This is an optimization exercise on Yosys and OpenROAD, whose aim is small area and a short achievable clock period, not a production implementation.
No activity file was given, so power comes from the tool's default toggle rates.

Setup of the previous run:
==> flow/design.v (excerpt) <==
module pluto_spi_stepper(clk, SCK, MOSI, MISO, SSEL, nRESET, out_en, LED, dout, din, step, dir, quadA, quadB, quadZ, up, down);
parameter W=10;
parameter F=11;
parameter T=4;
parameter QW=14;
input clk;
input SCK, SSEL, MOSI, nRESET;
output MISO;
output LED;
input [12:0] din;
input quadA;
input quadB;
input quadZ;
output out_en;
output [13:0] dout;
output [2:0] step;
output [2:0] dir;
output up;
output down;
wire rst = ~nRESET;
reg [10:0] cnt;
wire [10:0] cnt_cy;
assign cnt_cy[0] = 1'b1;
genvar k;
generate for (k = 1; k < 11; k = k + 1) begin : g_cy
    assign cnt_cy[k] = &cnt[k-1:0];
end endgenerate
wire [10:0] cnt_inc = cnt ^ cnt_cy;
wire [10:0] cnt_n = rst ? 11'd0 : cnt_inc;
always @(posedge clk) cnt <= cnt_n;
reg stepcnt, cnt_top;
always @(posedge clk) begin
    stepcnt <= rst | (&cnt[5:0]);
    cnt_top <= ~rst & (cnt == 11'd2046);
end
reg [2:0] SCKr;
always @(posedge clk) SCKr <= rst ? 3'b0 : {SCKr[1:0], SCK};
wire SCK_risingedge = (SCKr[2:1]==2'b01);
wire SCK_fallingedge = (SCKr[2:1]==2'b10);
reg [2:0] SSELr;
always @(posedge clk) SSELr <= rst ? 3'b0 : {SSELr[1:0], SSEL};
wire SSEL_active = ~SSELr[1];
wire SSEL_startmessage = (SSELr[2:1]==2'b10);
reg [2:0] bitcnt;
reg byte_received;
reg [4:0] spibytecnt;
reg [7:0] data_recvd;
reg [7:0] data_sent;
reg [7:0] data_outbuf;
always @(posedge clk) begin
	if(rst) begin
		bitcnt <= 0;
		byte_received <= 0;
		data_sent <= 0;
	end else begin
	if(SSEL_startmessage) begin
		bitcnt <= 3'b000;
	end
	if(SSEL_active) begin
		if(SCK_risingedge) begin
			bitcnt <= bitcnt + 3'b001;
			if(bitcnt==3'b000)
				data_sent <= data_outbuf;
		end
		else if(SCK_fallingedge) begin
			data_sent <= {data_sent[6:0], 1'b0};
		end
		byte_received <= SCK_risingedge && (bitcnt==3'b111);
	end
	end
end
wire sb_inc = SSEL_active & ~SCK_risingedge & SCK_fallingedge & (bitcnt == 3'b000);
wire [4:0] spibytecnt_n = rst ? 5'd0 : sb_inc ? spibytecnt + 5'd1 : SSEL_startmessage ? 5'd0 : spibytecnt;
reg sb_is7;
always @(posedge clk) begin
	spibytecnt <= spibytecnt_n;
	sb_is7 <= (spibytecnt_n == 5'd7);
end
always @(posedge clk)
	if(SSEL_active & SCK_risingedge)
		data_recvd <= {data_recvd[6:0], MOSI};
assign MISO = data_sent[7];
reg [7:0] data_inbuf;
reg [F:0] vel0, vel1, vel2;
reg [15:0] pwm0;
reg [13:0] real_dout;
  ...
Size: ~1500 cells after synthesis, about 280 flip-flops, roughly 13000 um^2 of cells after synthesis.
clock: 8.0 ns
lec_check: 0
cap_margin: 20
core_margin: 2
core_utilization: 40
slew_margin: 20
standard.sh (not shown) runs the stock make flow with config.mk's settings and CLKGATE_MAP_FILE= SYNTH_SCRIPT=/design/flow/synth_recipe.tcl, a recipe that flattens the netlist after the stock synthesis.
==> flow/flow/run.sh <==
#!/bin/bash
# Own layout flow: the standard ORFS flow (same synthesis script and
# register mapping), with
#  - an area-oriented ABC script for the gate mapping (flow/abc_area.script),
#  - plain buffers on the ports instead of the delay cells buffer_ports picks.
# Each tool's output goes to a log file in this folder.
set -euo pipefail
W=$PWD
MARGIN=${MARGIN:-5}
# synthesis script: the standard flow's, with abc given our own script
{
  echo "proc abc {args} { set i [lsearch \$args -script]; if {\$i >= 0} { lset args [expr {\$i+1}] $W/flow/abc_area.script }; yosys abc {*}\$args }"
  cat synth_recipe.tcl
} > my_synth.tcl
make -C "$FLOW_HOME" DESIGN_CONFIG=$W/config.mk WORK_HOME=$W/orfs CLKGATE_MAP_FILE= \
  SYNTH_SCRIPT=$W/my_synth.tcl CAP_MARGIN=20 CORE_MARGIN=2 CORE_UTILIZATION=40 SLEW_MARGIN=20 \
  SETUP_SLACK_MARGIN=$MARGIN "BUFFER_PORTS_ARGS=-buffer_cell sky130_fd_sc_hd__buf_2" \
  finish > make_finish.log 2>&1
R=$W/orfs/results/$FLOW_PLATFORM/pluto_spi_stepper/base
: # left out here: write the final layout as DEF
==> flow/flow/abc_area.script <==
strash
&get -n
&fraig -x
&put
scorr
dc2
strash
&get -n
&dch -f
&nf -R 20
&put
topo
dnsize -c
#### Input delta (the current run over the previous run)
-- flow/design.v --
<<< the previous run, line 295
wire do_enable_wdt = data_recvd[6] & (spibytecnt == 5'b01001) & byte_received;
wdt w(clk, rst, do_enable_wdt, cnt_top, out_en);
wire [15:0] pwm0_w = wr7 ? rword : pwm0;
wire [10:0] pwmrev_n = {cnt_inc[4], cnt_inc[5], cnt_inc[6], cnt_inc[7], cnt_inc[8], cnt_inc[9], cnt_inc[10], cnt_inc[3:0]};
wire [10:0] pwmcmp_n = pwm0_w[14] ? pwmrev_n : cnt_inc;
wire pwmact_n = pwm0_w[10:0] > pwmcmp_n;
reg up, down;
always @(posedge clk) begin
	up <= ~rst & (pwm0_w[12] ^ (~pwm0_w[15] & pwmact_n));
	down <= ~rst & (pwm0_w[13] ^ (pwm0_w[15] & pwmact_n));
end
wire [QW-1:0] qc, qi;
quad q0(clk, rst, quadA, quadB, quadZ^Zpolarity, qc, qi);
>>> the current run, line 295
wire do_enable_wdt = data_recvd[6] & (spibytecnt == 5'b01001) & byte_received;
wdt w(clk, rst, do_enable_wdt, cnt_top, out_en);
wire [10:0] pwmrev_n = {cnt_inc[4], cnt_inc[5], cnt_inc[6], cnt_inc[7], cnt_inc[8], cnt_inc[9], cnt_inc[10], cnt_inc[3:0]};
wire act_h = pwm_gt(pwm0[10:0], pwm0[14] ? pwmrev_n : cnt_inc);
wire act_w = pwm_gt(rword[10:0], rword[14] ? pwmrev_n : cnt_inc);
wire up_h = pwm0[12] ^ (~pwm0[15] & act_h);
wire up_w = rword[12] ^ (~rword[15] & act_w);
wire down_h = pwm0[13] ^ (pwm0[15] & act_h);
wire down_w = rword[13] ^ (rword[15] & act_w);
reg up, down;
always @(posedge clk) begin
	up <= ~rst & (wr7 ? up_w : up_h);
	down <= ~rst & (wr7 ? down_w : down_h);
end
function pwm_gt(input [10:0] a, input [10:0] b);
	reg [15:0] g, e;
	reg [7:0] g1, e1;
	reg [3:0] g2, e2;
	reg [1:0] g3, e3;
	integer n;
	begin
		g = {5'b0, a & ~b};
		e = {5'h1f, ~(a ^ b)};
		for (n = 0; n < 8; n = n + 1) begin
			g1[n] = g[2*n+1] | (e[2*n+1] & g[2*n]);
			e1[n] = e[2*n+1] & e[2*n];
		end
		for (n = 0; n < 4; n = n + 1) begin
			g2[n] = g1[2*n+1] | (e1[2*n+1] & g1[2*n]);
			e2[n] = e1[2*n+1] & e1[2*n];
		end
		for (n = 0; n < 2; n = n + 1) begin
			g3[n] = g2[2*n+1] | (e2[2*n+1] & g2[2*n]);
			e3[n] = e2[2*n+1] & e2[2*n];
		end
		pwm_gt = g3[1] | (e3[1] & g3[0]);
	end
endfunction
wire [QW-1:0] qc, qi;
quad q0(clk, rst, quadA, quadB, quadZ^Zpolarity, qc, qi);
==> comparison <==
In the reports for the previous run and the current run, the smaller routed wire length per instance belongs to the current run. Worst setup slack deteriorates in the current run relative to the previous run. Against the previous run, the current run reports a maximum vdd ir drop that is lower. The final reports for the current run and the previous run show count of plain and timing-repair buffers in the layout lower in the former. The higher post-synth design cell area came out of the current run. The current run gives more worst stage delay on the critical path than the previous run did. The current run vs. the previous run: wire length of the first global-routing pass up about 2.6%; global routing usage on met3 +0.61 points; routed wire length did not really move; clock skew grew by 0.016 ns. The current run — final cell area excluding filler cells 1.2% higher, the previous run as reference. Post-synthesis cell count for the current run is higher than for the previous run. ~same sequential power in the previous run and the current run. The maximum clock frequency of the current run is lower than that of the previous run.
Function was not checked in any run of this note: the RTL went through the layout flow alone.

* * *

pluto_spi_stepper, a different RTL version from the one above (not shown whole).
Size in the first run: ~13000 µm² of cells after synthesis.
==> flow/config.mk <==
export PLATFORM = sky130hd
export DESIGN_NAME = pluto_spi_stepper
export DESIGN_NICKNAME = pluto_spi_stepper
export VERILOG_FILES = /design/flow/design.v
export SDC_FILE = /design/flow/constraint.sdc
export NUM_CORES = 4
export LEC_CHECK = 0
export CAP_MARGIN = 20
export CORE_MARGIN = 2
export CORE_UTILIZATION = 40
export SLEW_MARGIN = 20
==> flow/constraint.sdc <==
create_clock -name core_clock -period 8.0 [get_ports {clk}]
set_input_delay 1.6000 -clock core_clock [delete_from_list [all_inputs] [get_ports {clk}]]
set_output_delay 1.6000 -clock core_clock [all_outputs]
set_load 0.01 [all_outputs]
==> flow/flow/run.sh <==
#!/bin/bash
# Own layout flow: the standard ORFS flow (synth_recipe.tcl, the same
# yosys passes and flip-flop mapping, so the registers keep the standard
# synthesis's names and cell types), with these changes:
#  - ABC maps the gates with an area-oriented script (flow/abc_area.script)
#    instead of ORFS's speed script, and yosys's full/half-adder extraction
#    (ADDER_MAP_FILE) is left out so that ABC maps the adders as well;
#  - the port buffers are buf_2 cells rather than the delay cells
#    buffer_ports picks by default;
#  - the clock tree clusters up to 22 sinks per leaf buffer.
# Clock period, SDC, floorplan rules, power grid and the rest are the standard flow's.
# Each tool's output goes to a log file in this folder.
set -euo pipefail
W=$PWD
MARGIN=5.3
# synthesis script: the standard flow's own, with abc given our script
{
  echo "proc abc {args} { set i [lsearch \$args -script]; if {\$i >= 0} { lset args [expr {\$i+1}] $W/flow/abc_area.script }; yosys abc {*}\$args }"
  cat synth_recipe.tcl
} > my_synth.tcl
make -C "$FLOW_HOME" DESIGN_CONFIG=$W/config.mk WORK_HOME=$W/orfs CLKGATE_MAP_FILE= ADDER_MAP_FILE= \
  SYNTH_SCRIPT=$W/my_synth.tcl CAP_MARGIN=20 CORE_MARGIN=2 CORE_UTILIZATION=55 SLEW_MARGIN=20 \
  SETUP_SLACK_MARGIN=$MARGIN CTS_CLUSTER_SIZE=22 CTS_CLUSTER_DIAMETER=100 \
  "BUFFER_PORTS_ARGS=-buffer_cell sky130_fd_sc_hd__buf_2" \
  finish > make_finish.log 2>&1
R=$W/orfs/results/$FLOW_PLATFORM/pluto_spi_stepper/base
: # left out here: write the final layout as DEF
Scripts as last shown in full above: flow/flow/abc_area.script
Change:
--- a/flow/design.v
+++ b/flow/design.v
@@ -31,36 +31,48 @@
 input [F:0] velocity;
 input [T-1:0] dirtime, steptime;
 input [1:0] tap;
 input pol, pol_n;
 output stepx, dir;
 reg stepx, dir;
 output step_n, dir_n;
 reg step_n, dir_n;
 reg [T-1:0] timer, timer_n;
 reg [1:0] state, state_n;
 reg ones, ones_n;
+localparam S = 6;
 reg [W+F-1:0] P;
-reg pinc, pdec;
+reg pc0, pc1, ps;
+wire [F-S-1:0] mid = P[F-1:S];
 wire [W-1:0] hi = P[W+F-1:F];
+wire mid_ones = &mid;
+wire [F-S-1:0] mmid;
+assign mmid[0] = pc0;
 wire [W-1:0] upm, dnm;
 assign upm[0] = 1'b1;
 assign dnm[0] = 1'b1;
 genvar k;
+generate for (k = 1; k < F-S; k = k + 1) begin : g_mm
+	assign mmid[k] = pc0 & (&mid[k-1:0]);
+end endgenerate
 generate for (k = 1; k < W; k = k + 1) begin : g_m
 	assign upm[k] = &hi[k-1:0];
 	assign dnm[k] = ~|hi[k-1:0];
 end endgenerate
+wire cc = pc1 | (pc0 & mid_ones);
+wire pinc = cc & ~ps;
+wire pdec = ~cc & ps;
 wire [W-1:0] m = ({W{pinc}} & upm) | ({W{pdec}} & dnm);
-assign position = {hi ^ m, P[F-1:0]};
-wire [F:0] lo = {1'b0, P[F-1:0]} + {1'b0, velocity[F-1:0]};
+assign position = {hi ^ m, mid ^ mmid, P[S-1:0]};
+wire [S:0] lo0 = {1'b0, P[S-1:0]} + {1'b0, velocity[S-1:0]};
+wire [F-S:0] lo1 = {1'b0, P[F-1:S]} + {1'b0, velocity[F-1:S]};
 wire step = stepx ^ pol;
 wire dbit = velocity[F];
 wire pbit = P[F + tap];
 wire tz = (timer == 0);
 wire c1 = (dir != dbit) && (pbit == ones);
 reg upd;
 always @* begin
 	upd = 1'b0;
 	state_n = state;
 	timer_n = timer;
 	dir_n = dir;
@@ -101,28 +113,32 @@
 		ones_n = 0;
 		step_n = 0;
 	end
 end
 always @(posedge clk) begin
 	state <= state_n;
 	timer <= timer_n;
 	dir <= dir_n;
 	ones <= ones_n;
 	stepx <= step_n ^ pol_n;
 	if(rst) begin
-		P <= 0; pinc <= 0; pdec <= 0;
+		P <= 0; pc0 <= 0; pc1 <= 0; ps <= 0;
 	end else begin
-		P[W+F-1:F] <= position[W+F-1:F];
-		if(upd) P[F-1:0] <= lo[F-1:0];
-		pinc <= upd & lo[F] & ~velocity[F];
-		pdec <= upd & ~lo[F] & velocity[F];
+		P[W+F-1:S] <= position[W+F-1:S];
+		if(upd) begin
+			P[S-1:0] <= lo0[S-1:0];
+			P[F-1:S] <= lo1[F-S-1:0];
+		end
+		pc0 <= upd & lo0[S];
+		pc1 <= upd & lo1[F-S];
+		ps <= upd & velocity[F];
 	end
 end
 endmodule
 module quad(clk, rst, A, B, Z, c, i);
 parameter W=14;
 input clk, rst, A, B, Z;
 output [W-1:0] c, i;
 reg [(W-1):0] c, i;
 reg [2:0] Ad, Bd;
 reg [2:0] Zc;
 always @(posedge clk) Ad <= rst ? 3'b0 : {Ad[1:0], A};
@@ -276,29 +292,33 @@
 assign dout = real_dout;
 wire [W+F-1:0] pos0, pos1, pos2;
 wire step0_n, dir0_n;
 wire s1_n, d1_n, s2_n, d2_n;
 stepgen #(W,F,T) s0(clk, rst, stepcnt, pos0, vel0, dirtime, steptime, Spolarity, Spolarity_n, step[0], dir[0], tap, step0_n, dir0_n);
 stepgen #(W,F,T) s1(clk, rst, stepcnt, pos1, vel1, dirtime, steptime, Spolarity, Spolarity_n, step[1], dir[1], tap, s1_n, d1_n);
 stepgen #(W,F,T) s2(clk, rst, stepcnt, pos2, vel2, dirtime, steptime, Spolarity, Spolarity_n, step[2], dir[2], tap, s2_n, d2_n);
 reg LED;
 always @(posedge clk) LED <= step0_n ^ dir0_n;
 wire do_enable_wdt = data_recvd[6] & (spibytecnt == 5'b01001) & byte_received;
 wdt w(clk, rst, do_enable_wdt, cnt_top, out_en);
-wire [15:0] pwm0_w = wr7 ? rword : pwm0;
 wire [10:0] pwmrev_n = {pc[4], pc[5], pc[6], pc[7], pc[8], pc[9], pc[10], pc[3:0]};
-wire act_n = pwm_gt(pwm0_w[10:0], pwm0_w[14] ? pwmrev_n : pc);
+wire act_h = pwm_gt(pwm0[10:0], pwm0[14] ? pwmrev_n : pc);
+wire act_w = pwm_gt(rword[10:0], rword[14] ? pwmrev_n : pc);
+wire up_h = pwm0[12] ^ (~pwm0[15] & act_h);
+wire up_w = rword[12] ^ (~rword[15] & act_w);
+wire down_h = pwm0[13] ^ (pwm0[15] & act_h);
+wire down_w = rword[13] ^ (rword[15] & act_w);
 reg up, down;
 always @(posedge clk) begin
-	up <= ~rst & (pwm0_w[12] ^ (~pwm0_w[15] & act_n));
-	down <= ~rst & (pwm0_w[13] ^ (pwm0_w[15] & act_n));
+	up <= ~rst & (wr7 ? up_w : up_h);
+	down <= ~rst & (wr7 ? down_w : down_h);
 end
 function pwm_gt(input [10:0] a, input [10:0] b);
 	reg [15:0] g, e;
 	reg [7:0] g1, e1;
 	reg [3:0] g2, e2;
 	reg [1:0] g3, e3;
 	integer n;
 	begin
 		g = {5'b0, a & ~b};
 		e = {5'h1f, ~(a ^ b)};
 		for (n = 0; n < 8; n = n + 1) begin
Effect:
- The changed run went through all stages and came out clean
- setup slack loses 23 ps
- routed wire length goes down by roughly a tenth
- count of clock-buffer cells in the layout stays the same
- synthesized area goes up by a few percent
- hold slack loses 22 ps
- sequential cell count goes up by 3
- core utilization goes down by 2.0 points
- first-iteration DRC count goes down by a little under a tenth
- design area goes down slightly
- global-route usage goes down by 2.7 points
- power goes down slightly
No functional check of the RTL was part of any run of this note.

==> static timing again, ports no longer ideal <==
How much do the figures lean on ideal ports? The routed layouts below were timed once more, with nothing changed but the port constraints.
Step 1 assumes that a clkbuf_16 drives the clock port and a buf_2 every other input.
Step 2 also shifts input and output timing later by t, the mid clock arrival at the registers, as if the neighbouring blocks saw the same clock.
a / b / c = ideal / step 1 / step 2; a / b = the first two.
run | shift t [ns] | slack for setup (ns) | worst setup path at the end | worst data-port slew with drivers (ns)
the previous run | 0.607 | 4.866 / 4.866 / 4.535 | input to register | 0.03
the current run | 0.553 | 4.792 / 4.792 / 4.693 | input to register | 0.04
the first run of note 2 | 0.544 | 5.053 / 5.053 / 4.805 | input to register | 0.10
the second run of note 2 | 0.550 | 5.029 / 5.029 / 4.728 | input to register | 0.05
After both steps setup and hold are still met in every run listed. For the previous run, which loses most, drivers alone change the setup slack by 0.000 ns; drivers and shift together by -0.331 ns.
